Source: an optimization exercise on an open RTL-to-GDS flow (aim: small area). Production flows keep margins and buffers that such runs may drop.
In this exercise RTL edits were held to simulation tests only and were not proved equivalent to the original.

build 75:
## Top
module Top(
	input i_clk,
	input i_rst,
	input i_start,
	input [31:0] i_init,
	output [3:0] o_random_out,
	output o_idle
);
==> flow/config.mk <==
export PLATFORM = sky130hd
export DESIGN_NAME = Top
export DESIGN_NICKNAME = Top
export VERILOG_FILES = /design/flow/design.v
export SDC_FILE = /design/flow/constraint.sdc
export NUM_CORES = 4
export LEC_CHECK = 0
export CAP_MARGIN = 20
export CORE_MARGIN = 2
export CORE_UTILIZATION = 40
export GPL_TIMING_DRIVEN = 0
export SLEW_MARGIN = 20
==> flow/constraint.sdc <==
create_clock -name core_clock -period 12.0 [get_ports {i_clk}]
set_input_delay 2.4000 -clock core_clock [delete_from_list [all_inputs] [get_ports {i_clk}]]
set_output_delay 2.4000 -clock core_clock [all_outputs]
set_load 0.01 [all_outputs]
standard.sh (not shown) runs the stock make flow with config.mk's settings and CLKGATE_MAP_FILE= SYNTH_SCRIPT=/design/flow/synth_recipe.tcl, a recipe that flattens the netlist after the stock synthesis.
==> flow/flow/run.sh <==
#!/bin/bash
# Layout flow: the standard synthesis, then a netlist pass (flow/fixinv.py)
# that sets cells to their smallest drive strength and removes inverters
# around full adders (function unchanged, registers untouched), then the
# standard ORFS flow with minimum-size port buffers and a clock tree
# without dummy balancing loads.
set -euo pipefail
R=orfs/results/${FLOW_PLATFORM}/Top/base
LIB=${FLOW_HOME}/platforms/${FLOW_PLATFORM}/lib/sky130_fd_sc_hd__tt_025C_1v80.lib
bash standard.sh synth > synth_make.log 2>&1
python3 flow/fixinv.py "$R/1_2_yosys.v" "$R/1_2_yosys.fixinv.v" --downsize "$LIB" > fixinv.log 2>&1
cp "$R/1_2_yosys.v" "$R/1_2_yosys.orig.v"
cp "$R/1_2_yosys.fixinv.v" "$R/1_2_yosys.v"
rm -f "$R/1_synth.odb" "$R/1_synth.sdc"
export BUFFER_PORTS_ARGS="-buffer_cell sky130_fd_sc_hd__buf_1"
export CTS_ARGS="-repair_clock_nets -dont_use_dummy_load -buf_list sky130_fd_sc_hd__clkbuf_16"
bash standard.sh finish > layout_make.log 2>&1
Other scripts of this flow, unchanged in this note and not shown: flow/flow/fixinv.py
Input changes introduced in build 68 (baseline for comparison: build 75):
==> flow/flow/run.sh <==
#!/bin/bash
# Layout flow: the standard synthesis, then a netlist pass (flow/fixinv.py)
# that sets cells to their smallest drive strength and removes inverters
# around full adders (function unchanged, registers untouched), then the
# standard ORFS flow with minimum-size port buffers.
set -euo pipefail
R=orfs/results/${FLOW_PLATFORM}/Top/base
LIB=${FLOW_HOME}/platforms/${FLOW_PLATFORM}/lib/sky130_fd_sc_hd__tt_025C_1v80.lib
bash standard.sh synth > synth_make.log 2>&1
python3 flow/fixinv.py "$R/1_2_yosys.v" "$R/1_2_yosys.fixinv.v" --downsize "$LIB" > fixinv.log 2>&1
cp "$R/1_2_yosys.v" "$R/1_2_yosys.orig.v"
cp "$R/1_2_yosys.fixinv.v" "$R/1_2_yosys.v"
rm -f "$R/1_synth.odb" "$R/1_synth.sdc"
export BUFFER_PORTS_ARGS="-buffer_cell sky130_fd_sc_hd__buf_1"
bash standard.sh finish > layout_make.log 2>&1
-- flow/config.mk --
<<< build 75, line 9
export CORE_MARGIN = 2
export CORE_UTILIZATION = 40
export GPL_TIMING_DRIVEN = 0
export SLEW_MARGIN = 20
>>> build 68, line 9
export CORE_MARGIN = 2
export CORE_UTILIZATION = 40
export CTS_BUF_LIST = sky130_fd_sc_hd__clkbuf_8
export GPL_TIMING_DRIVEN = 0
export SLEW_MARGIN = 20
## What came out
Diff build 75 and build 68: met2 global-route usage higher in build 68. Relative to build 75, critical path data required time increased by 0.04 ns in build 68. Build 68 vs. build 75: register-to-register slack went down by 0.02 ns. The slew of the pin with the lowest slew margin of build 68 is higher than that of build 75. Wire length reported by the detailed router in build 68 vs build 75: down 63 um. Build 68 vs build 75 on filler-free cell count of the finished design: build 68 is the higher one. As far as maximum fanout along the worst path goes, build 75 and build 68 are indistinguishable; the numbers are identical. Build 68 vs. build 75: overall routing resource usage -0.21 points; fraction of final layout cells with drive strength greater than 1 +0.70 points.
## Diff of input files: build 64 against build 68
==> flow/flow/run.sh <==
#!/bin/bash
# Layout flow: the standard synthesis, then a netlist pass (flow/fixinv.py)
# that sets cells to their smallest drive strength and removes inverters
# around full adders (function unchanged, registers untouched), then the
# standard ORFS flow with minimum-size port buffers and power recovery
# (downsizing of non-critical cells) after global routing.
set -euo pipefail
R=orfs/results/${FLOW_PLATFORM}/Top/base
LIB=${FLOW_HOME}/platforms/${FLOW_PLATFORM}/lib/sky130_fd_sc_hd__tt_025C_1v80.lib
bash standard.sh synth > synth_make.log 2>&1
python3 flow/fixinv.py "$R/1_2_yosys.v" "$R/1_2_yosys.fixinv.v" --downsize "$LIB" > fixinv.log 2>&1
cp "$R/1_2_yosys.v" "$R/1_2_yosys.orig.v"
cp "$R/1_2_yosys.fixinv.v" "$R/1_2_yosys.v"
rm -f "$R/1_synth.odb" "$R/1_synth.sdc"
export BUFFER_PORTS_ARGS="-buffer_cell sky130_fd_sc_hd__buf_1"
export RECOVER_POWER=100
bash standard.sh finish > layout_make.log 2>&1
[summary]
Looking across build 64 and build 68, the single run that reached the end with no open violations was build 68.
On design area, build 64 and build 68 are basically level.
Any difference in utilization between build 68 and build 64 is small enough to ignore.
Build 64: setup slack of the critical path after layout is 0.0041 ns higher than what build 68 reported.
Compared with build 68, in build 64 sequential share of layout area held steady; multi-input combinational cell area held steady.

-- static timing again, ports no longer ideal --
Ports are ideal in the flow. The routed layouts listed here were re-timed in OpenROAD.
Step 1: set_driving_cell puts a clkbuf_16 on i_clk and a buf_2 on each other input, an assumption about the parent block.
Step 2 moves the port delays by t, midway between the first and last clock arrival at a register: inputs arrive t later, outputs are due t later. That takes back most of the time a late clock gives input paths.
a / b / c = ideal ports / drivers / drivers and shift; a / b = the first two.
| run | t, ns | setup WS [ns] | hold slack, ns | slew at the worst register clock pin (ns) | worst data-port slew with drivers (ns) |
|---|---|---|---|---|---|
| build 75 | 0.331 | 2.546 / 2.546 / 2.546 | 0.465 / 0.465 / 0.465 | 0.08 / 0.08 | 0.03 |
| build 68 | 0.352 | 2.525 / 2.525 / 2.525 | 0.470 / 0.470 / 0.470 | 0.11 / 0.11 | 0.03 |
| build 64 | 0.352 | 2.529 / 2.529 / 2.529 | 0.470 / 0.470 / 0.470 | 0.11 / 0.11 | 0.03 |
